Source: an optimization exercise on an open RTL-to-GDS flow (aim: small area). Production flows keep margins and buffers that such runs may drop. The RTL was checked by simulation tests, not by an equivalence proof against the original design. No run shown here takes its clock network from TritonCTS; it comes from the design's own scripts or RTL. The clock input has no modelled driver; a real chip could not lean on it and would need a root buffer or a full tree. Power is estimated from default activity; no workload was simulated.

==> flow/design.v <==
module pwm (
    input  logic       clk,
    input  logic       reset,
    output logic [8:0] q,
    output logic       step
);
    localparam logic [9:0] C_START = 10'd51;
    localparam logic [9:0] C_LAST  = 10'd356;
    localparam logic [9:0] C_MASK  = 10'b0010111011;
    logic [1:0] r;
    logic [9:0] c;
    logic       low7;
    logic       c_last, q_wrap, q_clr;
    logic [8:0] cy;
    assign c_last = ((c ^ C_LAST) & C_MASK) == 10'd0;
    assign q_wrap = r[1] & q[8] & q[7] & q[3] & q[2] & q[1] & q[0];
    assign q_clr  = reset | q_wrap;
    always_comb begin
        for (int i = 0; i < 9; i++)
            cy[i] = r[1] & ((q | ~(9'h1ff >> (9 - i))) == 9'h1ff);
    end
    always_ff @(posedge clk) begin
        r[1] <= !reset && r[0];
        r[0] <= !(reset || r[1] || r[0]);
        q <= q_clr ? 9'd0 : q ^ cy;
        if (reset || c_last)
            c <= C_START;
        else
            c <= {c[8:0], c[9] ^ c[6]};
    end
    always_comb begin
        case (r)
            2'd0:    low7 = (q[2:0] == 3'd5);
            2'd1:    low7 = (q[2:0] == 3'd2);
            default: low7 = (q[2:0] == 3'd7);
        endcase
    end
    assign step = c_last && low7;
endmodule
module cycle (
    input  logic       clk,
    input  logic       reset,
    input  logic       step,
    output logic [8:0] k,
    output logic [2:0] s,
    output logic       first
);
    logic       down, seg_end;
    logic [8:0] tog;
    assign down = s[0] ^ s[1] ^ s[2];
    always_comb begin
        tog[0] = step;
        for (int i = 1; i < 9; i++)
            tog[i] = tog[i-1] & (k[i-1] ^ down);
    end
    assign seg_end = step && (down ? (k[8:1] == 8'd0)
                                   : (k[8] & k[7] & k[3] & k[2] & k[1] & k[0]));
    always_ff @(posedge clk) begin
        if (reset) begin
            k <= 9'd1;
            s <= 3'b100;
            first <= 1'b1;
        end else begin
            k <= k ^ tog;
            if (seg_end)
                s <= {s[1:0], ~s[2]};
            if (step && s[1])
                first <= 1'b0;
        end
    end
endmodule
module top (
    input clk,
    input reset,
    output RGB_R,
    output RGB_G,
    output RGB_B
);
    logic [8:0] q, k;
    logic [2:0] s;
    logic step, first;
    logic cin, lit;
    logic r_on, g_on, b_on;
    logic [9:0] cy;
    pwm   carrier (.clk(clk), .reset(reset), .q(q), .step(step));
    cycle seq (.clk(clk), .reset(reset), .step(step), .k(k), .s(s), .first(first));
    assign cin = first & s[0];
    always_comb begin
        cy[0] = cin;
        for (int i = 0; i < 9; i++)
            cy[i+1] = (k[i] & ~q[i]) | (cy[i] & (k[i] | ~q[i]));
    end
    assign lit = cy[9];
    always_comb begin
        r_on = first ? (!s[2] && lit)
                     : (s[0] ^ s[1]) ? lit : !s[0];
        g_on = (s[0] ^~ s[2]) ? lit : s[0];
        b_on = !first && ((s[1] ^ s[2]) ? lit : s[1]);
    end
    assign RGB_R = ~r_on;
    assign RGB_G = ~g_on;
    assign RGB_B = ~b_on;
endmodule
==> flow/flow/run.sh <==
#!/bin/bash
set -euo pipefail
W=$(pwd)
F=$W/flow
{ head -n 1 synth_recipe.tcl; cat "$F/abc_proc.tcl"; tail -n +2 synth_recipe.tcl; } > my_synth.tcl
sed "s#SYNTH_SCRIPT=[^ ]*#SYNTH_SCRIPT=$W/my_synth.tcl#" standard.sh > my_standard.sh
grep -q "SYNTH_SCRIPT=$W/my_synth.tcl" my_standard.sh
best=""
best_area=""
for script in "$F"/abc*.script; do
  rm -rf orfs
  MY_ABC_SCRIPT=$script bash my_standard.sh synth > "synth_$(basename "$script" .script).log" 2>&1
  area=$(awk '/Chip area for (top )?module/ {a=$NF} END {print a}' orfs/reports/*/top/base/synth_stat.txt)
  echo "$script: $area" >> synth_choice.log
  if [[ -z "$best" ]] || awk -v a="$area" -v b="$best_area" 'BEGIN {exit !(a < b)}'; then
    best=$script
    best_area=$area
  fi
done
echo "chosen: $best ($best_area)" >> synth_choice.log
rm -rf orfs
export MY_ABC_SCRIPT=$best
export POST_CTS_TCL=$F/cts_post.tcl
export CLK_NET_NAME=clk
export CLK_CONFIGS="1 sky130_fd_sc_hd__clkbuf_8 2 sky130_fd_sc_hd__clkbuf_4 3 sky130_fd_sc_hd__clkbuf_4 1 sky130_fd_sc_hd__clkbuf_16 2 sky130_fd_sc_hd__clkbuf_8 3 sky130_fd_sc_hd__clkbuf_8 4 sky130_fd_sc_hd__clkbuf_8"
export CLK_SLEW_TARGET=0.112
export BUFFER_PORTS_ARGS="-buffer_cell sky130_fd_sc_hd__buf_1"
bash my_standard.sh > flow.log 2>&1
==> flow/flow/abc1.script <==
strash
dch -f
amap
topo
==> flow/flow/abc2.script <==
strash
dc2
dch -f
amap
topo
==> flow/flow/abc3.script <==
strash
balance
rewrite
refactor
balance
rewrite
rewrite -z
balance
refactor -z
rewrite -z
balance
resub -K 8
resub -K 10 -N 2
dch -f
amap
topo
==> flow/flow/abc4.script <==
strash
dch -f
amap
topo
strash
dch -f
amap
topo
==> flow/flow/abc_proc.tcl <==
# ABC's mapping call uses flow/abc.script (area-oriented mapping) in place
# of ORFS's script; the rest of the standard flow's synthesis is unchanged.
proc abc {args} {
  set i [lsearch -exact $args -script]
  if {$i >= 0 && [info exists ::env(MY_ABC_SCRIPT)]} {
    lset args [expr {$i + 1}] $::env(MY_ABC_SCRIPT)
  }
  yosys abc {*}$args
}
==> flow/flow/cts_post.tcl <==
# Replace the clock tree that clock_tree_synthesis built with a flat one:
# the clock port drives a few clock buffers (at most CLK_MAX_BUFS, one per
# cluster of registers), and each buffer drives its cluster's registers
# directly. The design has only a few dozen registers, so this is enough.
# The configurations in CLK_CONFIGS ("count cell" pairs, smallest area
# first) are tried in turn; the first whose estimated clock-pin slew stays
# under CLK_SLEW_TARGET (ns) is kept. Registers are clustered by k-means on
# their positions, and each buffer sits at its cluster's centre.
set block [ord::get_db_block]
set clk_port_net [$block findNet $::env(CLK_NET_NAME)]
set sinks {}
set cts_insts {}
foreach net [$block getNets] {
  if {![string match clknet_* [$net getName]]} { continue }
  foreach it [$net getITerms] {
    set inst [$it getInst]
    set iname [$inst getName]
    if {[string match clkbuf_* $iname] || [string match clkload* $iname]} {
      if {[lsearch -exact $cts_insts $inst] < 0} { lappend cts_insts $inst }
    } elseif {[$it isInputSignal]} {
      lappend sinks $it
    }
  }
}
puts "flat clock tree: [llength $sinks] sinks, removing [llength $cts_insts] tree cells"
foreach it $sinks { $it disconnect }
foreach inst $cts_insts { odb::dbInst_destroy $inst }
foreach net [$block getNets] {
  if {[string match clknet_* [$net getName]]} { odb::dbNet_destroy $net }
}

proc sink_xy {it} {
  set b [[$it getInst] getBBox]
  return [list [expr {([$b xMin] + [$b xMax]) / 2.0}] [expr {([$b yMin] + [$b yMax]) / 2.0}]]
}

# k-means clusters of the sinks; returns a list of k lists of sinks
proc clusters {sinks k} {
  set pts {}
  foreach it $sinks { lappend pts [sink_xy $it] }
  set sorted [lsort -real -index 0 [lmap p $pts {lindex $p 0}]]
  set n [llength $sinks]
  set cs {}
  for {set i 0} {$i < $k} {incr i} {
    set idx [expr {int(($i + 0.5) * $n / $k)}]
    set x [lindex $sorted $idx]
    lappend cs [list $x [lindex [lindex $pts $idx] 1]]
  }
  for {set iter 0} {$iter < 50} {incr iter} {
    set assign {}
    foreach p $pts {
      set best 0
      set bd 1e30
      for {set i 0} {$i < $k} {incr i} {
        set c [lindex $cs $i]
        set d [expr {abs([lindex $p 0] - [lindex $c 0]) + abs([lindex $p 1] - [lindex $c 1])}]
        if {$d < $bd} { set bd $d; set best $i }
      }
      lappend assign $best
    }
    set ncs {}
    for {set i 0} {$i < $k} {incr i} {
      set sx 0.0; set sy 0.0; set m 0
      foreach p $pts a $assign {
        if {$a == $i} { set sx [expr {$sx + [lindex $p 0]}]; set sy [expr {$sy + [lindex $p 1]}]; incr m }
      }
      if {$m > 0} { lappend ncs [list [expr {$sx / $m}] [expr {$sy / $m}]] } else { lappend ncs [lindex $cs $i] }
    }
    set cs $ncs
  }
  set groups {}
  for {set i 0} {$i < $k} {incr i} {
    set g {}
    foreach it $sinks a $assign { if {$a == $i} { lappend g $it } }
    if {[llength $g] > 0} { lappend groups $g }
  }
  return $groups
}

proc max_clk_slew {nets} {
  set worst 0.0
  foreach net $nets {
    foreach it [$net getITerms] {
      if {![$it isInputSignal]} { continue }
      set pin [get_pins [[$it getInst] getName]/[[$it getMTerm] getName]]
      foreach p {slew_max_rise slew_max_fall} {
        set s [get_property $pin $p]
        if {$s > $worst} { set worst $s }
      }
    }
  }
  return $worst
}

set configs $::env(CLK_CONFIGS)
set ci 0
foreach {k cell} $configs {
  incr ci
  set master [[ord::get_db] findMaster $cell]
  set bufs {}
  set nets {}
  set i 0
  foreach g [clusters $sinks $k] {
    set buf [odb::dbInst_create $block $master clkbuf_${i}_clk]
    set net [odb::dbNet_create $block clknet_${i}_clk]
    $net setSigType CLOCK
    [$buf findITerm A] connect $clk_port_net
    [$buf findITerm X] connect $net
    set sx 0.0; set sy 0.0
    foreach it $g {
      $it connect $net
      set p [sink_xy $it]
      set sx [expr {$sx + [lindex $p 0]}]; set sy [expr {$sy + [lindex $p 1]}]
    }
    set m [llength $g]
    $buf setLocation [expr {int($sx / $m)}] [expr {int($sy / $m)}]
    $buf setPlacementStatus PLACED
    lappend bufs $buf
    lappend nets $net
    incr i
  }
  global_connect
  detailed_placement
  estimate_parasitics -placement
  set s [max_clk_slew $nets]
  puts "clock buffers [llength $bufs] x $cell: estimated max clock-pin slew $s"
  if {$s < $::env(CLK_SLEW_TARGET) || $ci == [llength $configs] / 2} { break }
  foreach it $sinks { $it disconnect }
  foreach buf $bufs { odb::dbInst_destroy $buf }
  foreach net $nets { odb::dbNet_destroy $net }
}
check_placement -verbose
report_clock_skew
==> flow/standard.sh <==
#!/bin/bash
# synth_recipe.tcl (not shown) runs the flow's synth.tcl, then flattens the netlist and writes it again
# the make line also repeats each setting of config.mk as NAME=value (left out here)
make -C /OpenROAD-flow-scripts/flow DESIGN_CONFIG=/design/flow/config.mk WORK_HOME=/design/flow/orfs CLKGATE_MAP_FILE= SYNTH_SCRIPT=/design/flow/synth_recipe.tcl "${@:-finish}"
==> flow/config.mk <==
export PLATFORM = sky130hd
export DESIGN_NAME = top
export DESIGN_NICKNAME = top
export VERILOG_FILES = /design/flow/design.v
export SDC_FILE = /design/flow/constraint.sdc
export NUM_CORES = 4
export LEC_CHECK = 0
export CAP_MARGIN = 20
export CORE_MARGIN = 2
export CORE_UTILIZATION = 70
export SLEW_MARGIN = 20
==> flow/constraint.sdc <==
create_clock -name core_clock -period 5.0 [get_ports {clk}]
set_input_delay 1.0000 -clock core_clock [delete_from_list [all_inputs] [get_ports {clk}]]
set_output_delay 1.0000 -clock core_clock [all_outputs]
set_load 0.01 [all_outputs]
==> summary.txt, run 1 <==
- The run finished with no timing, DRC or antenna violations.
- In the final routed layout, each cell accounts on average for ~14 µm.
- For this design the top-level I/O count stands at 5.
- The number of enable flip-flop cells after synthesis is 0.
- The worst setup path is launched from a flip-flop.
- The via-per-instance ratio is 6.245.
- The total negative slack is 0 ps.
- The worst min-delay path category is flip-flop to flip-flop.
- The count of clock tree sinks is 34.
- In this run the core area contains 16 standard-cell rows.
- The total count of hold-check failures in the final report is 0.
- The final route contains 1249 vias.
- The number of distinct library cells after synthesis is 23.
- The net count reported at finish is ~180.
- The width of the chip is 49 µm.
- The number of nets with antenna violations after routing is 0.
- Once layout is done, the placed cells without fillers occupy 1494 µm².
- The final critical path takes up 87.30% of the cycle.
- The standard cell area after detailed placement is 1466 µm².
- The overall routed net length is 2783 µm.
- The cell count after synthesis is 167.
- After detailed routing, the number of remaining DRC violations is 0.
- VDD sags by at most 0.3636 mV.
- After synthesis, the share of flip-flops with an asynchronous set or reset is 0%.
- The core region is about 2000 µm².
- Relative to the synthesized area, the layout overhead comes to 5.384%.
- The number of setup violations in the final report is 0.
- The initial antenna violation count is 0.
- On the worst path, the slowest cell contributes a delay of between 600 and 700 ps.
- Global routing finished with a remaining overflow of 0.
- The height of the chip is 49 µm.
- The clock tree skew after final layout is 4.934 ps.
- Entering global routing, the biggest net connects 19 pins.
- STA classifies the critical path endpoint as a flip-flop.
- Summed over its instances, the top area cell type makes up 48.01% of the synthesized netlist area.
- Setup repair after global routing left no endpoint under its margin.
- The clock edge transition at the registers on the reported setup and hold paths is 100 ps.
- Of all nets on the critical path, the largest fanout is 10.
- The minimum clock period is 4365 ps.
- In the final layout, the share of cells above drive strength 1 is under 10%.
- The sequential share of the synthesized area is 48.01%.
- On the critical path, the stage with the largest delay is an instance of sky130_fd_sc_hd__o22ai_1.
- The number of antenna cells inserted is 0.
- In this run the tightest slew margin relative to its limit is around half.
- The tool flagged a number of max-cap violations equal to 0.
- The power per standard cell area is 269.1 nW/µm².
- The first global-routing pass estimated a little under 5000 µm of wire.
- The number of optimization iterations in the first detailed-route pass is 4.
- Each instance of the synthesized netlist takes up on average 8.489 µm².
- The HPWL after detailed placement is 2038 µm.
- The max-slew violation count is 0.
- Ranked by total cell area, the synthesized netlist is headed by sky130_fd_sc_hd__dfxtp_1, sky130_fd_sc_hd__clkinv_1, sky130_fd_sc_hd__o221ai_1.
- The commonest register cell after synthesis is sky130_fd_sc_hd__dfxtp_1.
- Once the floorplan was initialized, standard cells occupied between 70% and 80% of the core.
- The total of fill cells in the finished design is 150.
- The number of flip-flops and latches in the synthesized netlist is 34.
- In this run the cell area of the synthesized design comes to 1418 µm².
- The worst setup path is of the flip-flop to flip-flop kind.
- The signal on the critical path passes through nand2_1, o21ai_0, clkinv_1, o22ai_1, clkinv_1, o221ai_1, clkinv_1, o221ai_1, clkinv_1, o221ai_1, clkinv_1, o221ai_1, clkinv_1, o221ai_1, clkinv_1, o221ai_1, clkinv_1, o221ai_1, clkinv_1, o221ai_1, nor2_1, a211oi_1.
- The violation count after the first detailed-route iteration is 40.
- The maximum clock frequency is 229.1 MHz.
- The post-route core utilization is 76.93%.
- The synthesized net count is 170.
- Counting stages on the worst path, the most repeated cell is sky130_fd_sc_hd__clkinv_1.
- For the worst-skew pair, the clock arrives at the later sink with an insertion delay of 160 ps.
- Global routing used 25.67% of the available tracks across all layers.
- The setup slack of the worst register-to-register path is 630 ps.
- The via count of the first global-routing pass is 1126.
- The analysis attributes to cell leakage a power of between 0.4 and 0.5 nW.
- Routability-driven placement finished with a final weighted congestion of 0.9228.
- The biggest area contributor in the post-synthesis netlist is sky130_fd_sc_hd__dfxtp_1.
- The number of buffers inserted by port buffering is 4.
- At the worst endpoint, the arrival time is approximately 4400 ps.
- The required time at the worst-slack endpoint is 5080 ps.
- The transition time at the pin with the least slew margin is ~760 ps.
- The Yosys step of the flow raised 3 warnings.
- The area of the die is between 2000 and 2500 µm².
cell usage in the layout (no fill, tap or decap), types with 2 or more instances in the layout:
| master | n |
|---|---|
| sky130_fd_sc_hd__o22ai_1 | 6 |
| sky130_fd_sc_hd__nand3_1 | 2 |
| sky130_fd_sc_hd__o221ai_1 | 12 |
| sky130_fd_sc_hd__dfxtp_1 | 34 |
| sky130_fd_sc_hd__a221oi_1 | 9 |
| sky130_fd_sc_hd__nor2_1 | 19 |
| sky130_fd_sc_hd__clkbuf_8 | 2 |
| sky130_fd_sc_hd__a22oi_1 | 4 |
| sky130_fd_sc_hd__a211oi_1 | 5 |
| sky130_fd_sc_hd__and3_1 | 2 |
| sky130_fd_sc_hd__or3_1 | 3 |
| sky130_fd_sc_hd__nor3_1 | 8 |
| sky130_fd_sc_hd__a21oi_1 | 4 |
| sky130_fd_sc_hd__buf_1 | 4 |
| sky130_fd_sc_hd__nand2_1 | 4 |
| sky130_fd_sc_hd__nor2b_1 | 5 |
| sky130_fd_sc_hd__clkinv_1 | 35 |
| sky130_fd_sc_hd__o21ai_0 | 8 |
path summary, 6_finish.rpt:
path | startpoint | end | cells past startpoint
max | seq.s[0]$_SDFFE_PP0P_ | seq.k[8]$_SDFF_PP0_ | 22
min reg2reg | carrier.c[5]$_SDFF_PP1_ | carrier.c[6]$_SDFF_PP0_ | 2
max reg2reg | seq.s[0]$_SDFFE_PP0P_ | seq.k[8]$_SDFF_PP0_ | 22
min | carrier.c[5]$_SDFF_PP1_ | carrier.c[6]$_SDFF_PP0_ | 2
worst max-delay path: cells and delay by family, from the launching register on:
family / cells / cell delay [ps]
and+or+nand+nor: 2 / 160
buffers and inverters: 9 / 1550
AOI/OAI and AO/OA: 11 / 2080
DFF: 1 / 470
cell type report:
class | count | area [µm²] | area share, %
flip-flops and latches | 34 | 680.7 | 45.56
multi-input cells | 98 | 605.6 | 40.54
inverters | 35 | 131.4 | 8.794
well taps | 27 | 33.78 | 2.261
plain buffers | 2 | 27.53 | 1.843
repair buffers | 4 | 15.01 | 1.005
per-stage QoR:
stage / hold WS, ps / worst slack (ps) / std cells / total power [W]
after detailed placement: 420.2 / 775.2 / 198 / 0.0003064
after global placement: 402.8 / 1035 / 198 / 0.0003049
after global routing: 465.7 / 44.67 / 200 / 0.0004170
after floorplan: 399.7 / 1534 / 167 / 0.0003000
final: 438.2 / 634.8 / 200 / 0.0004020
synthesized netlist by cell type (2+ instances only):
cell and instances:
sky130_fd_sc_hd__nand3_1 2, sky130_fd_sc_hd__o21ai_0 8, sky130_fd_sc_hd__o221ai_1 12, sky130_fd_sc_hd__nor3_1 8
sky130_fd_sc_hd__a21oi_1 4, sky130_fd_sc_hd__nand2_1 4, sky130_fd_sc_hd__o22ai_1 6, sky130_fd_sc_hd__nor2b_1 5
sky130_fd_sc_hd__a22oi_1 4, sky130_fd_sc_hd__dfxtp_1 34, sky130_fd_sc_hd__nor2_1 19, sky130_fd_sc_hd__a211oi_1 5
sky130_fd_sc_hd__and3_1 2, sky130_fd_sc_hd__or3_1 3, sky130_fd_sc_hd__a221oi_1 9, sky130_fd_sc_hd__clkinv_1 35
sequential cells by signal (all words and copies together), names as in the netlist:
register / flops
seq.k: 9
seq.first: 1
carrier.r: 2
carrier.q: 9
carrier.c: 10
seq.s: 3
logic make-up (layout without fill, tap and decap cells):
family	Yosys count	in the layout	synth area share [%]
AO/OA/AOI/OAI	50	50	25.95
AND/OR/NAND/NOR	47	47	15.89
buffers and inverters	35	41	9.268
flip-flops	34	34	48.01
adder cells (fa/ha/maj)	1	1	0.8825
power by group:
| group | total (W) | internal (W) | switching, W |
|---|---|---|---|
| Combinational | 0.0000183 | 0.00000724 | 0.0000111 |
| Clock | 0.000102 | 0.0000371 | 0.0000647 |
| Sequential | 0.000282 | 0.000278 | 0.00000412 |
metal layers:
metal,track usage (%),share of wire (%)
met5,0,0
met1,36.58,48
met4,4.762,0.93
met3,2.761,3.8
met2,42.69,47
==> run 2: changes to the inputs <==
--- a/flow/config.mk
+++ b/flow/config.mk
@@ -6,6 +6,6 @@
 export NUM_CORES = 4
 export LEC_CHECK = 0
 export CAP_MARGIN = 20
-export CORE_MARGIN = 2
-export CORE_UTILIZATION = 70
+export CORE_AREA = 2 2 62 62
+export DIE_AREA = 0 0 64 64
 export SLEW_MARGIN = 20
==> run 2 against run 1 <==
Compared with the run above:
- first-iteration DRC count increased by 130%
- still clean on timing, DRC and antenna
- via count down 3.0%
- wire length decreased by 2.1%
- area after synthesis did not move
- power is 5.5% higher
- global-route usage down 12 points
- sequential share of layout area shrank 1.3 points
- highest routed layer unchanged
- hold slack lost 12 ps
- utilization down 32 points
- critical endpoint unchanged
- final cell count grew 11%
- critical path depth is 1 higher
- fmax grew 18%
==> summary.txt, run 2 <==
- The flow ran to the end and the layout has no timing, DRC or antenna violations.
- The area growth from synthesis to layout is 8.562%.
- The total count of hold-check failures in the final report was 0.
- The number of nets with antenna violations after routing is 0.
- The clock edge transition at the registers on the reported setup and hold paths is 80 ps.
- Across the whole layout, storage elements account for 680.7 µm².
- Among all flip-flop cells after synthesis, the most frequent one is sky130_fd_sc_hd__dfxtp_1.
- At the pin with the least slew margin, the transition time is 732.5 ps.
- The headroom to the max-slew limit is 51.17%.
- Setup violations remaining at the end of the flow were counted as 0.
- The largest net degree at the start of global routing is 17.
- Routability-driven placement finished with a final weighted congestion of 0.7671.
- Leaving out fill and tap cells, the most frequent cell in the layout is sky130_fd_sc_hd__clkinv_1.
- The number of optimization iterations in the first detailed-route pass is 4.
- For this run, design rule violations remaining after detail routing come to 0.
- The element type at the critical path start is a flip-flop.
- The number of placement rows is 21.
- STA puts the critical path data arrival time at 3720 ps.
- The multi-input combinational cells in the finished layout cover a total of 605.6 µm².
- Combinational logic burns 4.3% of the power.
- The worst path needs 3684 ps of the cycle, external delays included.
- Once detailed placement completed, the half-perimeter wirelength came to between 2000 and 2500 µm.
- The initial antenna violation count is 0.
- The library cell with the highest instance count after synthesis is sky130_fd_sc_hd__clkinv_1.
- The fraction of final layout cells with drive strength greater than 1 is 2.286%.
- By area the synthesized netlist is led by sky130_fd_sc_hd__dfxtp_1, sky130_fd_sc_hd__clkinv_1, sky130_fd_sc_hd__o221ai_1.
- Yosys mapped the design onto 23 distinct sky130hd cell types.
- The number of antenna cells inserted is 0.
- During synthesis, Yosys emitted a total of 3 warnings.
- The cell count after synthesis is 167.
- The setup path with the least slack is of type flip-flop to flip-flop.
- The largest voltage drop on the vdd net is about 0.18 mV.
- The floorplan step defined a core boundary enclosing 3390 µm².
- The maximum clock frequency is between 200 and 300 MHz.
- During I/O placement, the number of pins put on the boundary was 5.
- Setup repair after global routing left no endpoint under its margin.
- The largest registers in the layout are carrier.c: 10 flops, carrier.q: 9 flops, seq.k: 9 flops.
- The detailed router placed 1212 vias in this run.
- The switching power share of the total is about a fifth.
- The sequential share of the synthesized area is 48.01%.
- The largest fanout of any net on the critical path is 10.
- The internal power is 0.0003398 W.
- The die is 64 µm tall.
- Of all cell types, the one taking the most synthesized area is sky130_fd_sc_hd__dfxtp_1.
- By count the netlist is led by sky130_fd_sc_hd__clkinv_1, sky130_fd_sc_hd__dfxtp_1, sky130_fd_sc_hd__nor2_1, sky130_fd_sc_hd__o221ai_1, sky130_fd_sc_hd__a221oi_1.
- Summed over all layers, the global routing overflow is 0.
- The worst min-delay path category is flip-flop to flip-flop.
- The worst setup path startpoint is seq.s[0]$_SDFFE_PP0P_.
- The per-cell routed wire length is 12.33 µm.
- The cell total after placement is 218.
- The clock latency on the worst-skew pair is 140 ps.
- The register name with the most flops is carrier.c.
- Sequential cells burn 66.4% of the power.
- The clock net in this run drives a total of 34 sinks.
- The die is 64 µm wide.
- The number of flip-flops and latches in the synthesized netlist is 34.
- STA classifies the critical path endpoint as a flip-flop.
- The register with the most flip-flops in the layout has 10 of them.
- The net count reported at finish is 180.
- The synthesized design devotes to its leading area cell type between 40% and 50% of total area.
- Across the run, the number of max-cap violations was 0.
- Dividing total power by cell area gives a power density of 275.6 nW/µm².
- The total of fill cells in the finished design is roughly 330.
- In this run the static leakage power is approximately 0.51 nW.
- The number of enable flip-flop cells after synthesis is 0.
- Once the floorplan was initialized, standard cells occupied 41.82% of the core.
- The startpoint identified for the worst hold timing path is carrier.c[5]$_SDFF_PP1_.
- The async set-reset flop share out of synthesis is 0%.
- The mean instance size in the synthesized netlist is 8.489 µm².
- The clock tree skew after final layout is 20.26 ps.
- The max-slew violation count is 0.
- The floorplan step defined a die boundary enclosing between 4000 and 5000 µm².
- The violation count after the first detailed-route iteration is 93.
- The first global-routing pass estimated 4505 µm of wire.
- In the layout the commonest cells are sky130_fd_sc_hd__clkinv_1, sky130_fd_sc_hd__dfxtp_1, sky130_fd_sc_hd__nor2_1.
- The share of total power dissipated in the clock network is around 29%.
- Once layout is complete, the cells apart from fillers number 221.
- The worst path uses around three quarters of the clock period.
- Counting every net in the synthesized netlist gives between 150 and 200.
- The via count of the first global-routing pass is approximately 1000.
- The via-per-instance ratio is between 5 and 6.
- Across every metal layer, demand over resource in global routing totals approximately 14%.
- The critical register-to-register path startpoint is seq.s[0]$_SDFFE_PP0P_.
- The post-synth design cell area is 1418 µm².
- The overall routed net length is 2725 µm.
- Input and output buffers added on the ports amount to 4.
- The required time at the worst-slack endpoint is 5030 ps.
- The reported net switching power is 0.00008433 W.
- After routing, the total negative slack on setup checks comes to 0 ps.
run 2: cell counts after synthesis:
No cell type changed its count.
run 2: path summary, 6_finish.rpt:
kind,to,slack (ps),cells past startpoint
worst max-delay path,seq.k[8]$_SDFF_PP0_,1320,23
worst max register to register,seq.k[8]$_SDFF_PP0_,1320,23
worst min register to register,carrier.c[6]$_SDFF_PP0_,430,2
worst min-delay path,carrier.c[6]$_SDFF_PP0_,430,2
run 2: through the flow:
step                setup slack [ps]  area [µm²]  total power (W)  util [%]  hold WS, ps
floorplan                       1534        1418        0.0003000         -        399.7
global placement                1478        1498        0.0003059     44.19        409.8
detailed placement              1397        1498        0.0003064     44.19        419.9
global route                   850.3        1539        0.0004420     45.40        441.6
finish                          1316        1539        0.0004241     45.40        426.5
run 2: critical path, cell delays in order, from the launching register on:
cell                       delay, ps
sky130_fd_sc_hd__dfxtp_1         440
sky130_fd_sc_hd__nand2_1          70
sky130_fd_sc_hd__o21ai_0         110
sky130_fd_sc_hd__clkinv_1        120
sky130_fd_sc_hd__o22ai_1         190
sky130_fd_sc_hd__buf_4           200
sky130_fd_sc_hd__clkinv_1        230
sky130_fd_sc_hd__o221ai_1        280
sky130_fd_sc_hd__clkinv_1        130
sky130_fd_sc_hd__o221ai_1        110
sky130_fd_sc_hd__clkinv_1        120
sky130_fd_sc_hd__o221ai_1        100
sky130_fd_sc_hd__clkinv_1        120
sky130_fd_sc_hd__o221ai_1        110
sky130_fd_sc_hd__clkinv_1        130
sky130_fd_sc_hd__o221ai_1        120
sky130_fd_sc_hd__clkinv_1        130
sky130_fd_sc_hd__o221ai_1        110
sky130_fd_sc_hd__clkinv_1        130
sky130_fd_sc_hd__o221ai_1        120
sky130_fd_sc_hd__clkinv_1        130
sky130_fd_sc_hd__o221ai_1        110
sky130_fd_sc_hd__nor2_1           70
sky130_fd_sc_hd__a211oi_1        210
run 2: area by class of cell:
class	count	area share [%]
repair buffers	5	1.463
well taps	46	3.740
plain buffers	3	2.683
flip-flops and latches	34	44.23
multi-input cells	98	39.35
inverters	35	8.537
run 2: cell families (layout without fill, tap and decap cells):
| logic type | count (synthesis) | in the layout | synth area share (%) |
|---|---|---|---|
| flops | 34 | 34 | 48.01 |
| fa+ha+maj | 1 | 1 | 0.8825 |
| compound gates | 50 | 50 | 25.95 |
| buf+inv | 35 | 43 | 9.268 |
| simple gates | 47 | 47 | 15.89 |
run 2: power by group through the flow:
stage                     clock network (W)  registers, W   logic, W
after floorplan                           0      0.000287  0.0000131
after detailed placement                  0      0.000288  0.0000184
after global routing               0.000138      0.000283  0.0000208
after global placement                    0      0.000288  0.0000181
final                              0.000124      0.000282  0.0000181
run 2: metal layers:
| metal | track usage (%) | share of wire (%) | vias to the layer above |
|---|---|---|---|
| met5 | 0 | 0 | - |
| met4 | 4.076 | 1.2 | 0 |
| met3 | 4.225 | 2.7 | 3 |
| met2 | 23.18 | 48 | 12 |
| met1 | 17.55 | 48 | 564 |
| li1 | - | - | 633 |
==> run 3: changes to the inputs <==
--- a/flow/config.mk
+++ b/flow/config.mk
@@ -8,4 +8,5 @@
 export CAP_MARGIN = 20
 export CORE_AREA = 2 2 62 62
 export DIE_AREA = 0 0 64 64
+export PLACE_DENSITY = 0.95
 export SLEW_MARGIN = 20
==> run 3 against run 2 <==
Compared with the run above:
- cell area shrank 0.89%
- setup slack lost 79 ps
- area after synthesis unchanged
- fmax down 2.1%
- sequential cell count unchanged
- final cell count decreased by 0.45%
- sequential share of layout area grew 0.40 points
- register-to-register slack is essentially flat
- power shrank 5.3%
- utilization shrank 0.41 points
- die area unchanged
- critical endpoint is now RGB_G
- highest routed layer unchanged
==> summary.txt, run 3 <==
- The flow ran to the end and the layout has no timing, DRC or antenna violations.
- Sequential cells were found to cover roughly half of the synthesized design area.
- The number of flip-flops and latches in the synthesized netlist is 34.
- Setup violations remaining at the end of the flow were counted as 0.
- During synthesis, Yosys emitted a total of 3 warnings.
- In the post-route analysis, the smallest setup slack over all paths is around 1200 ps.
- The static leakage is just over 0.5 nW.
- The largest registers in the layout are carrier.c: 10 flops, carrier.q: 9 flops, seq.k: 9 flops.
- The synthesized net count is 170.
- The remaining global-route overflow is 0.
- The overall routed net length is between 2000 and 3000 µm.
- The detailed router put a total of 1263 µm of wire on met1.
- The cell count after synthesis is between 150 and 200.
- After legalization and detailed placement, the total HPWL measured 1975 µm.
- The reported net switching power is 0.00007978 W.
- The placeable core area is 3390 µm².
- The fraction of power consumed by the clock network is 25.3%.
- At the pin with the least slew margin, the transition time is 705.1 ps.
- The post-synth design cell area is ~1400 µm².
- Wire segments on met3 add up to roughly 78 µm in the final route.
- In this run the tightest slew margin relative to its limit is 52.99%.
- The via count of the first global-routing pass is ~1100.
- The most common library cell in the layout ignoring fill and taps is sky130_fd_sc_hd__clkinv_1.
- The via count is 1229.
- The boundary pin count is 5.
- The height of the chip is about 64 µm.
- The count of clock tree sinks is 34.
- The library cell with the highest instance count after synthesis is sky130_fd_sc_hd__clkinv_1.
- The maximum clock frequency is 265.7 MHz.
- For the final routed database, the setup TNS stands at 0 ps.
- The worst min-delay path category is flip-flop to flip-flop.
- The largest fanout of any net on the critical path is 6.
- Together, buffers and inverters on the worst path number 3.
- The top cell types in the final layout, fill and taps aside, are sky130_fd_sc_hd__clkinv_1, sky130_fd_sc_hd__dfxtp_1, sky130_fd_sc_hd__nor2_1.
- At the end of routability-driven placement, the weighted congestion stood at 0.8286.
- The area share of the largest cell type after synthesis is 48.01%.
- In this run, the combinational gates consume roughly 4.6% of the power.
- The number of antenna cells inserted is 0.
- Compared with the post-synthesis result, the final layout area differs by 7.590%.
- The first routing iteration left 76 violations.
- The critical path goes through clkinv_1, o22ai_1, o21ai_0, a222oi_1, nor2_1, a221oi_1, a221oi_1, o32ai_1, clkinv_1, nor2_1, o22ai_1, buf_1.
- By area the synthesized netlist is led by sky130_fd_sc_hd__dfxtp_1, sky130_fd_sc_hd__clkinv_1, sky130_fd_sc_hd__o221ai_1.
- In the routed layout, each cell is associated on average with a via count of 5.586.
- The largest net degree at the start of global routing is 18.
- In the synthesized netlist the dominant register cell turns out to be sky130_fd_sc_hd__dfxtp_1.
- The minimum clock period is 3764 ps.
- The internal power is 0.0003220 W.
- The multi-input gate area in the final layout is around 610 µm².
- Detailed routing placed a total of between 1000 and 1500 µm of wire on met2.
- The number of buffers inserted by port buffering is 4.
- The width of the chip is 64 µm.
- IR analysis of the VDD net gives a maximum drop of 0.1246 mV.
- The register with the most flip-flops in the final layout is carrier.c.
- For this run, the detailed router's first-pass iteration total came to 4.
- The highest-delay cell along the critical path is sky130_fd_sc_hd__o32ai_1.
- Setup repair after global routing left no endpoint under its margin.
- The clock edge transition at the registers on the reported setup and hold paths is 100 ps.
- Dividing the detail-routed wire length by the instance count gives around 12 µm.
- Data arrives at the worst endpoint at 2760 ps.
- The number of placement rows is 21.
- In this design, the largest share of critical-path delay is due to compound AO/OA/AOI/OAI gates.
- The tool flagged a number of max-cap violations equal to 0.
- Cells fill 45.00% of the core in the end.
- After synthesis, the share of flip-flops with an asynchronous set or reset is 0%.
- Across the routed clock network, the largest skew measured is 6.757 ps.
- Sorting the synthesized cells by how often they occur yields sky130_fd_sc_hd__clkinv_1, sky130_fd_sc_hd__dfxtp_1, sky130_fd_sc_hd__nor2_1, sky130_fd_sc_hd__o221ai_1, sky130_fd_sc_hd__a221oi_1.
- Timing analysis after detailed placement gives a worst setup slack of between 1000 and 1500 ps.
- The cell taking the most area after synthesis is sky130_fd_sc_hd__dfxtp_1.
- The number of nets with antenna violations after routing is 0.
- The register with the most flip-flops in the layout has 10 of them.
- In the finished design, the share of the clock period the worst path needs comes to roughly three quarters.
- Of the total power, the share spent switching nets is 19.86%.
- In this run, synthesis inferred 0 flip-flops with an integrated enable.
- The element type at the critical path start is a flip-flop.
- The area of the die is ~4100 µm².
- The max-slew violation count came to 0.
- The power per standard cell area is 263.4 nW/µm².
- STA classifies the critical path endpoint as an output pin.
- The total count of hold-check failures in the final report is 0.
- The required time at the worst-slack endpoint is 4000 ps.
- The area of all sequential standard cells is 680.7 µm².
- Overall power consumption after layout is estimated at 0.0004018 W.
- The highest metal layer carrying signal wires in the routed design is met4.
- The clock latency on the worst-skew pair is roughly 160 ps.
- The layout has about 320 filler cells.
- The number of distinct library cells after synthesis is 23.
- In this design, the stage delay of the slowest critical-path cell is 500 ps.
- In the routed design, unresolved DRC markers number 0.
- The initial antenna violation count came to 0.
- By startpoint and endpoint, the worst setup path is classified as flip-flop to output pin.
- A synthesized cell averages 8.489 µm².
- For this run, the post-layout net count is 179.
- Global routing used 14.55% of the available tracks.
- The worst hold-check slack is 429.9 ps.
- The initial utilization of the core area, before any placement, comes to 41.82%.
- The sequential power share is 70.1%.
- The first global-routing pass estimated 4774 µm of wire.
- The fraction of final layout cells with drive strength greater than 1 is 1.724%.
==> run 3: cell counts after synthesis <==
Identical to the previous run, type by type.
==> run 3: final timing paths <==
check	startpoint	endpoint	slack, ps	cells past startpoint
max	seq.k[1]$_SDFF_PP0_	RGB_G	1240	12
min	carrier.c[5]$_SDFF_PP1_	carrier.c[6]$_SDFF_PP0_	430	2
max reg2reg	seq.s[0]$_SDFFE_PP0P_	seq.k[8]$_SDFF_PP0_	1330	23
min reg2reg	carrier.c[5]$_SDFF_PP1_	carrier.c[6]$_SDFF_PP0_	430	2
==> run 3: metal layers <==
| metal | track usage (%) | up-vias |
|---|---|---|
| met3 | 2.113 | 5 |
| met4 | 8.696 | 0 |
| met2 | 23.44 | 24 |
| met1 | 18.33 | 565 |
| li1 | - | 635 |
| met5 | 0 | - |
==> run 3: final cells by class <==
class	instances	share of cell area, %
well taps	46	3.774
inverters	35	8.614
multi-input cells	98	39.70
repair buffers	5	1.477
plain buffers	2	1.805
flip-flops and latches	34	44.63
==> run 3: cell families after synthesis <==
logic type      synth area share (%)
simple gates                   15.89
buf+inv                        9.268
flops                          48.01
compound gates                 25.95
fa+ha+maj                     0.8825
==> run 3: power by group through the flow <==
stage / Combinational, W / Sequential, W / Clock, W
5_1_grt: 0.0000213 / 0.000283 / 0.000117
2_1_floorplan: 0.0000131 / 0.000287 / 0
3_5_place_dp: 0.0000186 / 0.000288 / 0
6_report: 0.0000183 / 0.000282 / 0.000102
3_3_place_gp: 0.0000177 / 0.000288 / 0
==> run 3: per-stage QoR <==
step,instance area [µm²],cells
global route,1525,220
finish,1525,220
detailed placement,1498,218
global placement,1498,218
floorplan,1418,167
==> run 3: tightest hold or removal path, stage by stage (launching register included) <==
cell and delay [ps]:
sky130_fd_sc_hd__dfxtp_1 320, sky130_fd_sc_hd__clkinv_1 50, sky130_fd_sc_hd__nor2_1 40
==> run 4: changes to the inputs <==
--- a/flow/design.v
+++ b/flow/design.v
@@ -4,38 +4,35 @@
     output logic [8:0] q,
     output logic       step
 );
-    localparam logic [9:0] C_START = 10'd51;
-    localparam logic [9:0] C_LAST  = 10'd356;
-    localparam logic [9:0] C_MASK  = 10'b0010111011;
+    localparam logic [4:0] C_START = 5'd5;
     logic [1:0] r;
-    logic [9:0] c;
-    logic       low7;
-    logic       c_last, q_wrap, q_clr;
+    logic [4:0] c;
+    logic       low7, e200, c_last, q_wrap, q_clr;
     logic [8:0] cy;
-    assign c_last = ((c ^ C_LAST) & C_MASK) == 10'd0;
+    assign c_last = !c[4] && !c[2] && !c[1];
     assign q_wrap = r[1] & q[8] & q[7] & q[3] & q[2] & q[1] & q[0];
     assign q_clr  = reset | q_wrap;
     always_comb begin
         for (int i = 0; i < 9; i++)
             cy[i] = r[1] & ((q | ~(9'h1ff >> (9 - i))) == 9'h1ff);
     end
+    always_comb begin
+        case (r)
+            2'd0:    begin low7 = (q[2:0] == 3'd5); e200 = (q[8:3] == 6'd16 || q[8:3] == 6'd41); end
+            2'd1:    begin low7 = (q[2:0] == 3'd2); e200 = (q[8:3] == 6'd8 || q[8:3] == 6'd33); end
+            default: begin low7 = (q[2:0] == 3'd7); e200 = (q[8:3] == 6'd24 || q[8:3] == 6'd49); end
+        endcase
+    end
     always_ff @(posedge clk) begin
         r[1] <= !reset && r[0];
         r[0] <= !(reset || r[1] || r[0]);
         q <= q_clr ? 9'd0 : q ^ cy;
-        if (reset || c_last)
+        if (reset || (low7 && e200 && c_last))
             c <= C_START;
-        else
-            c <= {c[8:0], c[9] ^ c[6]};
+        else if (low7 && e200)
+            c <= {c[3:0], c[4] ^ c[2]};
     end
-    always_comb begin
-        case (r)
-            2'd0:    low7 = (q[2:0] == 3'd5);
-            2'd1:    low7 = (q[2:0] == 3'd2);
-            default: low7 = (q[2:0] == 3'd7);
-        endcase
-    end
-    assign step = c_last && low7;
+    assign step = low7 && e200 && c_last;
 endmodule
 module cycle (
     input  logic       clk,
==> run 4 against run 3 <==
Compared with the run above:
- fmax decreased by 7.3%
- synthesized cell count increased by 9.0%
- still clean
- die area unchanged
- area after synthesis decreased by 0.88%
- sequential cell count decreased by 5
- combinational power decreased by 3%
- final cell count increased by 5.9%
- critical endpoint is now seq.k[8]$_SDFF_PP0_
- first-iteration DRC count decreased by 47%
- via count increased by 8.8%
- sequential share of layout area decreased by 6.0 points
- largest cell class is now multi-input gates
==> summary.txt, run 4 <==
- After technology mapping, the gate count stands at 182.
- The largest individual stage delay along the critical path comes from the cell sky130_fd_sc_hd__o32ai_1.
- The power per standard cell area is 230.3 nW/µm².
- Summed over all failing endpoints, the final setup total negative slack is 0 ps.
- The tree built by TritonCTS fans out to 29 sinks.
- The worst endpoint data arrival time is 4140 ps.
- The worst setup path is captured at a flip-flop.
- The width of the chip is 64 µm.
- After the first detailed-routing iteration, the DRC count stood at 40.
- The number of setup violations in the final report is 0.
- The worst hold path passes through 2 cells.
- VDD sags by at most 0.1515 mV.
- The static leakage is 0.4558 nW.
- Dividing the detail-routed wire length by the instance count gives ~12 µm.
- The core region is 3390 µm².
- For the pin with the worst max-slew slack, the measured transition is 861.1 ps.
- Traced cell by cell, the critical path runs through nand4_1, o22a_1, o22a_1, o32ai_1, nand3_1, clkinv_1, o221ai_1, nor2_1, o221ai_1, clkinv_1, o221ai_1, clkinv_1, o221ai_1, clkinv_1, o21ai_0, a221oi_1, nor2_1, a211oi_1.
- The design draws ~0.00035 W.
- After clock tree synthesis, the clock-pin slew on the worst setup and hold paths is 100 ps.
- The async set-reset flop share out of synthesis is 0%.
- The maximum clock frequency is 246.4 MHz.
- The worst register-to-register path has a depth of 18.
- The overall routed net length is between 2000 and 3000 µm.
- The worst setup path is of the flip-flop to flip-flop kind.
- The number of buffers inserted by port buffering is 4.
- Counting I/O delays and the setup requirement, the final critical path takes 4059 ps.
- The run finished with no timing, DRC or antenna violations.
- The number of optimization iterations in the first detailed-route pass is 4.
- The post-route DRC violation count is 0.
- The number of enable flip-flop cells after synthesis is 0.
- The path with the worst hold slack has its endpoint at carrier.r[1]$_DFF_P_.
- The total count of hold-check failures in the final report came to 0.
- The initial utilization of the core area, before any placement, comes to 41.45%.
- The HPWL after detailed placement is 2063 µm.
- The via count of the first global-routing pass was around 1200.
- The tightest min-delay check is of the flip-flop to flip-flop type.
- The category of cells accounting for the largest share of critical-path delay is compound AO/OA/AOI/OAI gates.
- The first global-routing pass estimated between 4000 and 5000 µm of wire.
- The number of nets handed over by synthesis was about 190.
- For this run, the leading register cell type out of synthesis is sky130_fd_sc_hd__dfxtp_1.
- By area the synthesized netlist is led by sky130_fd_sc_hd__dfxtp_1, sky130_fd_sc_hd__clkinv_1, sky130_fd_sc_hd__nor2_1.
- The initial antenna violation count is 0.
- The delay contributed by the slowest stage of the critical path is between 600 and 700 ps.
- After detailed routing, the number of vias per cell comes to around 5.7.
- The number of distinct library cells after synthesis is 26.
- Data on the critical path is required at its endpoint by 5080 ps.
- The share of synthesized area in the top cell type comes to 41.32%.
- The number of placement rows is 21.
- Global routing finished with a remaining overflow of 0.
- The number of nets with antenna violations after routing is 0.
- Max-cap violations in this run came to 0.
- Pin placement for this block handled 5 I/O pins.
- The sequential share of the synthesized area is around two fifths.
- The area growth from synthesis to final layout is 6.946%.
- STA classifies the critical path startpoint as a flip-flop.
- The number of buffers and inverters on the critical path is 4.
- In the finished design, the share of the clock period the worst path needs comes to about 80%.
- The most common cell in the synthesized netlist is sky130_fd_sc_hd__clkinv_1.
- The largest net degree at the start of global routing is 30.
- In this run the cell area of the synthesized design comes to 1405 µm².
- sky130_fd_sc_hd__dfxtp_1 takes more of the synthesized area than any other cell.
- In this run the cell area measured after placement is 1478 µm².
- The largest registers in the layout are carrier.q: 9 flops, seq.k: 9 flops, carrier.c: 5 flops.
- The warning count from the yosys run is 3.
- Setup repair after global routing left no endpoint under its margin.
- In the layout the commonest cells are sky130_fd_sc_hd__clkinv_1, sky130_fd_sc_hd__nor2_1, sky130_fd_sc_hd__dfxtp_1.
- After synthesis, the most frequently instantiated cells are sky130_fd_sc_hd__clkinv_1, sky130_fd_sc_hd__nor2_1, sky130_fd_sc_hd__dfxtp_1, sky130_fd_sc_hd__o221ai_1.
- The max-slew violation count is 0.
- The global-route usage over all layers is 14.92%.
- Setup slack on the worst reg-to-reg path comes out at 940 ps.
- 0 antenna diodes ended up in the layout.
- The headroom to the max-slew limit is 41.99%.
- The number of flip-flops and latches in the synthesized netlist is 29.
- The via count is 1337.
- The clock tree skew after final layout is 7.534 ps.
- Measured along the y axis, the die boundary spans 64 µm.
- The total of fill cells in the finished design is 327.
- The largest fanout of any net on the critical path is 7.
- The fraction of final layout cells with drive strength greater than 1 is 0.5348%.
- The tightest hold path in the finished design has a slack of 451.4 ps.
- The net count reported at finish is 193.
- The finished layout cell area is 1503 µm².
- The endpoint of the most critical register-to-register path is seq.k[8]$_SDFF_PP0_.
- The most common library cell in the layout ignoring fill and taps is sky130_fd_sc_hd__clkinv_1.
- The routability congestion estimate is 0.8462.
- The die covers 4096 µm².
- Averaged over all synthesized cells, the footprint is between 7 and 8 µm².
- The critical register-to-register path startpoint is carrier.q[7]$_SDFF_PP0_.
- The startpoint identified for the worst hold timing path is carrier.r[0]$_DFF_P_.
- For the worst-skew pair, the clock arrives at the later sink with an insertion delay of 170 ps.
-- run 4: worst max path at each step --
stage,start,end,slack [ps],cells after the start
detailed placement,carrier.q[7]$_SDFF_PP0_,seq.k[8]$_SDFF_PP0_,1090,18
finish,carrier.q[7]$_SDFF_PP0_,seq.k[8]$_SDFF_PP0_,940,18
floorplan,carrier.q[7]$_SDFF_PP0_,seq.k[8]$_SDFF_PP0_,1590,18
global placement,carrier.q[7]$_SDFF_PP0_,seq.k[8]$_SDFF_PP0_,1150,18
global route,carrier.q[7]$_SDFF_PP0_,seq.k[8]$_SDFF_PP0_,460,18
-- run 4: per-layer routing --
metal | vias up | wire (µm) | track usage, %
met5 | - | 0 | 0
li1 | 679 | - | -
met3 | 2 | 116 | 2.289
met4 | 0 | 16 | 3.261
met1 | 626 | 1406 | 19.65
met2 | 30 | 1360 | 25.65
-- run 4: power breakdown --
group	switching (W)	total (W)	internal [W]
logic	0.0000109	0.0000178	0.00000693
registers	0.00000193	0.000235	0.000233
clock network	0.0000562	0.0000933	0.0000371
-- run 4: metrics by stage --
stage               util, %  setup WS, ps  std cells
finish                44.33         940.8        233
floorplan                 -          1589        182
global placement      43.60          1149        232
detailed placement    43.60          1093        232
global route          44.33         455.2        233
-- run 4: area by class of cell --
type	count	area [µm²]	share of cell area (%)
buffer	1	25.02	1.665
inverter	38	142.6	9.492
sequential	29	580.6	38.63
timing repair buffer	4	15.01	0.9992
tap	46	57.56	3.830
multi-input combinational	115	681.9	45.38
-- run 4: cells by family (layout without fill, tap and decap cells) --
family / after synthesis / count (layout) / synth area share (%)
compound gates: 61 / 61 / 31.43
simple gates: 52 / 52 / 15.32
buf+inv: 38 / 43 / 10.15
flops: 29 / 29 / 41.32
fa+ha+maj: 2 / 2 / 1.781
-- run 4: tightest hold or removal path, delay by kind of cell, from the launching register on --
kind / cells / cell delay [ps]
flip-flops: 1 / 330
AND/OR/NAND/NOR: 1 / 40
buffers and inverters: 1 / 50
==> run 5: changes to the inputs <==
==> flow/flow/abc5.script (new file) <==
strash
&get -n
&deepsyn -T 20
&put
dch -f
amap
topo
==> flow/flow/abc6.script (new file) <==
strash
&get -n
&deepsyn -T 15
&put
dch -f
amap
topo
strash
dch -f
amap
topo
==> flow/flow/abc7.script (new file) <==
strash
&get -n
&deepsyn -T 15
&put
dch
amap
topo
==> run 5 against run 4 <==
Compared with the run above:
- still clean on timing, DRC and antenna
- wire length shrank 5.7%
- setup slack gained 350 ps
- via count shrank 6.8%
- sequential share of layout area grew 1.4 points
- critical endpoint is now seq.s[2]$_SDFFE_PP1P_
==> summary.txt, run 5 <==
- The initial antenna violation count is 0.
- After synthesis the cells add up to 1354 µm².
- The area of the die is between 4000 and 5000 µm².
- From bottom edge to top edge, the die measures 64 µm.
- The warning count from the yosys run is 3.
- The worst setup path startpoint is carrier.q[7]$_SDFF_PP0_.
- The clock tree skew after final layout is 3.371 ps.
- In this run the critical register-to-register path is launched from carrier.q[7]$_SDFF_PP0_.
- For this configuration, the core starts out at a cell density of 39.94%.
- The largest voltage drop on the vdd net is 0.1389 mV.
- The first global-routing pass estimated 4864 µm of wire.
- In this run the remaining antenna-violating nets after routing total 0.
- The most used flip-flop cell after synthesis is sky130_fd_sc_hd__dfxtp_1.
- The average instance in the mapped netlist occupies 7.649 µm².
- At the pin with the least slew margin, the transition time is 645.3 ps.
- In this run the cell area measured after placement is 1426 µm².
- The post-route DRC violation count is 0.
- The endpoint identified for the worst register-to-register timing path is seq.s[2]$_SDFFE_PP1P_.
- The number of setup violations in the final report is 0.
- The critical path endpoint category is a flip-flop.
- The via count is 1246.
- The placeable core area is 3390 µm².
- The per-cell routed wire length is 11.99 µm.
- Measured against its own limit, the worst slew margin works out to between 50% and 60%.
- The maximum clock frequency is 269.5 MHz.
- The largest net degree at the start of global routing is 30.
- For this block, the initial DRC count from the detailed router was 68.
- The cell taking the most area after synthesis is sky130_fd_sc_hd__dfxtp_1.
- The worst hold-check slack is 470.8 ps.
- The worst setup path is launched from a flip-flop.
- Routability-driven placement finished with a final weighted congestion of between 0.8 and 0.9.
- After clock tree synthesis, the clock-pin slew on the worst setup and hold paths is 110 ps.
- The overall routed net length is 2733 µm.
- The critical path ends at seq.s[2]$_SDFFE_PP1P_.
- The area growth from synthesis to final layout is 7.209%.
- Counting every net in the synthesized netlist gives ~180.
- In the layout the commonest cells are sky130_fd_sc_hd__nor2_1, sky130_fd_sc_hd__clkinv_1, sky130_fd_sc_hd__dfxtp_1.
- The cell count after synthesis came out at 177.
- Global routing finished with a remaining overflow of 0.
- The share of the Yosys chip area taken by registers is 42.88%.
- The number of optimization iterations in the first detailed-route pass is 4.
- The static leakage is between 0.4 and 0.5 nW.
- Adding up every negative setup slack in the final design gives 0 ps.
- The most common library cell in the layout ignoring fill and taps is sky130_fd_sc_hd__nor2_1.
- Of all nets on the critical path, the largest fanout is 6.
- The number of enable flip-flop cells after synthesis is 0.
- The power per standard cell area is 240.2 nW/µm².
- The number of distinct library cells after synthesis is 23.
- Counting instances, the worst hold path has a depth of 2.
- In this run the count of I/O pins placed on the die edge is 5.
- In this run the horizontal extent of the chip is around 64 µm.
- Data on the critical path arrives at its endpoint at approximately 3800 ps.
- The total count of hold-check failures in the final report came to 0.
- The commonest cells after synthesis are sky130_fd_sc_hd__nor2_1, sky130_fd_sc_hd__clkinv_1, sky130_fd_sc_hd__dfxtp_1, sky130_fd_sc_hd__a211oi_1, sky130_fd_sc_hd__o21ai_0.
- The critical path start-end classification is flip-flop to flip-flop.
- The async set-reset flop share out of synthesis is 0%.
- The max-slew violation count is 0.
- The area share of the largest cell type after synthesis is 42.88%.
- Setup repair after global routing left no endpoint under its margin.
- In the final layout, the share of cells above drive strength 1 is 0.5495%.
- Across the run, the number of max-cap violations was 0.
- The most common cell in the synthesized netlist is sky130_fd_sc_hd__nor2_1.
- The flow ran to the end and the layout has no timing, DRC or antenna violations.
- The number of flip-flops and latches in the synthesized netlist is 29.
- In the final layout, the registers with the most flip-flops are carrier.q: 9 flops, seq.k: 9 flops, carrier.c: 5 flops.
- By area the synthesized netlist is led by sky130_fd_sc_hd__dfxtp_1, sky130_fd_sc_hd__nor2_1, sky130_fd_sc_hd__clkinv_1.
- The number of antenna cells inserted is 0.
- The global-route usage over all layers is 14.30%.
- In this run the register-to-register setup slack is 1290 ps.
- At the end of the flow, the number of nets in the layout was 188.
- Clock latency on the worst-skew pair, taken at its later pin, is 170 ps.
- The tree built by TritonCTS fans out to 29 sinks.
- The number of placement rows is 21.
- Port buffering added 4 buffers.
- The via count of the first global-routing pass came to 1151.
- The share of the clock period used by the worst path is 74.20%.
- At the worst endpoint, the required time is 5070 ps.
- Measured in cells, the most critical reg-to-reg path has a length of 17.
- Using the TritonRoute via totals, the vias-per-cell ratio works out to 5.465.
- The finished layout cell area is 1451 µm².
- The worst path in the final design needs a cycle of 3710 ps, including I/O delays and setup.
- The wire-length estimate of the detail-placed layout is 2057 µm.
- The worst min-delay path category is flip-flop to flip-flop.
==> run 5: through the flow <==
stage	worst slack, ps	utilization [%]	power, W	instances
global placement	1488	42.08	0.0002551	227
finish	1290	42.82	0.0003486	228
floorplan	2039	-	0.0002509	177
detailed placement	1447	42.08	0.0002563	227
global route	663.6	42.82	0.0003598	228
==> run 5: worst min-delay path by stage <==
stage,startpoint,endpoint,slack (ps)
after floorplan,carrier.r[0]$_DFF_P_,carrier.r[0]$_DFF_P_,430
after global placement,carrier.c[3]$_SDFFE_PP0P_,carrier.c[4]$_SDFFE_PP0P_,450
after detailed placement,carrier.c[0]$_SDFFE_PP1P_,carrier.c[1]$_SDFFE_PP0P_,460
after global routing,carrier.c[0]$_SDFFE_PP1P_,carrier.c[1]$_SDFFE_PP0P_,490
final,carrier.c[0]$_SDFFE_PP1P_,carrier.c[1]$_SDFFE_PP0P_,470
==> run 5: area by class of cell <==
type                       instances  area [µm²]
buffer                             1       25.02
fill                             322        1938
inverter                          30       112.6
multi-input combinational        118       660.6
sequential                        29       580.6
tap                               46       57.56
timing repair buffer               4       15.01
==> run 5: critical path: stages (launching register included) <==
cell	delay, ps
sky130_fd_sc_hd__dfxtp_1	410
sky130_fd_sc_hd__clkinv_1	200
sky130_fd_sc_hd__nor4_1	220
sky130_fd_sc_hd__a31oi_1	60
sky130_fd_sc_hd__nor4_1	190
sky130_fd_sc_hd__a31oi_1	70
sky130_fd_sc_hd__nor2_1	100
sky130_fd_sc_hd__a21oi_1	50
sky130_fd_sc_hd__nor4_1	380
sky130_fd_sc_hd__clkinv_1	170
sky130_fd_sc_hd__nor2_1	280
sky130_fd_sc_hd__o221ai_1	280
sky130_fd_sc_hd__nor2_1	240
sky130_fd_sc_hd__nand3_1	180
sky130_fd_sc_hd__nor3_1	170
sky130_fd_sc_hd__o21ai_0	140
sky130_fd_sc_hd__or2_0	270
sky130_fd_sc_hd__o22a_1	200
==> run 5: cells by family (layout without fill, tap and decap cells) <==
logic type	after synthesis	in the layout	share of synthesized area, %
buffers and inverters	30	35	8.318
AO/OA/AOI/OAI	55	55	27.36
flip-flops	29	29	42.88
AND/OR/NAND/NOR	61	61	19.59
adder cells (fa/ha/maj)	2	2	1.848
==> run 5: metal layers <==
layer | global-route usage [%] | share of wire [%] | routed length, µm | up-vias
li1 | - | - | - | 653
met1 | 17.99 | 48 | 1313 | 568
met2 | 25.26 | 48 | 1317 | 21
met3 | 2.289 | 2.9 | 78 | 4
met4 | 3.533 | 0.84 | 23 | 0
met5 | 0 | 0 | 0 | -
==> run 5: report_power, final <==
group          switching, W  leakage (nW)  internal, W  total [W]
Combinational    0.00000935         0.212   0.00000572  0.0000151
Sequential       0.00000285         0.234     0.000233   0.000236
Clock             0.0000602        0.0123    0.0000373  0.0000975
Total             0.0000724         0.459     0.000276   0.000349

what the ideal ports hide:
In the flow no input, the clock included, has a driving cell. The finished layouts below were timed again as built, in two steps. Step 1 (the two cells are an assumption about what drives the block):
set clk [get_ports {clk}]
set_driving_cell -lib_cell sky130_fd_sc_hd__clkbuf_16 $clk
set_driving_cell -lib_cell sky130_fd_sc_hd__buf_2 [delete_from_list [all_inputs] $clk]
Step 2 adds t to the input delays and takes it off the output delays; t is the mean of the earliest and latest rising clock arrival at the registers after step 1. Input paths then give back, and output paths get back, about the clock's delay inside the block. a / b / c = ideal / step 1 / step 2; a / b = the first two.
run	shift t [ns]	slack for setup (ns)	clock arrival spread, ns	worst data-port slew with drivers (ns)
run 1	0.185	0.635 / 0.635 / 0.635	0.005 / 0.005	0.03
run 2	0.176	1.316 / 1.316 / 1.316	0.020 / 0.020	0.03
run 3	0.190	1.236 / 1.201 / 1.327	0.007 / 0.007	0.03
run 4	0.191	0.941 / 0.941 / 0.941	0.007 / 0.008	0.03
run 5	0.197	1.290 / 1.290 / 1.290	0.004 / 0.004	0.03
After both steps every run listed still meets setup and hold.
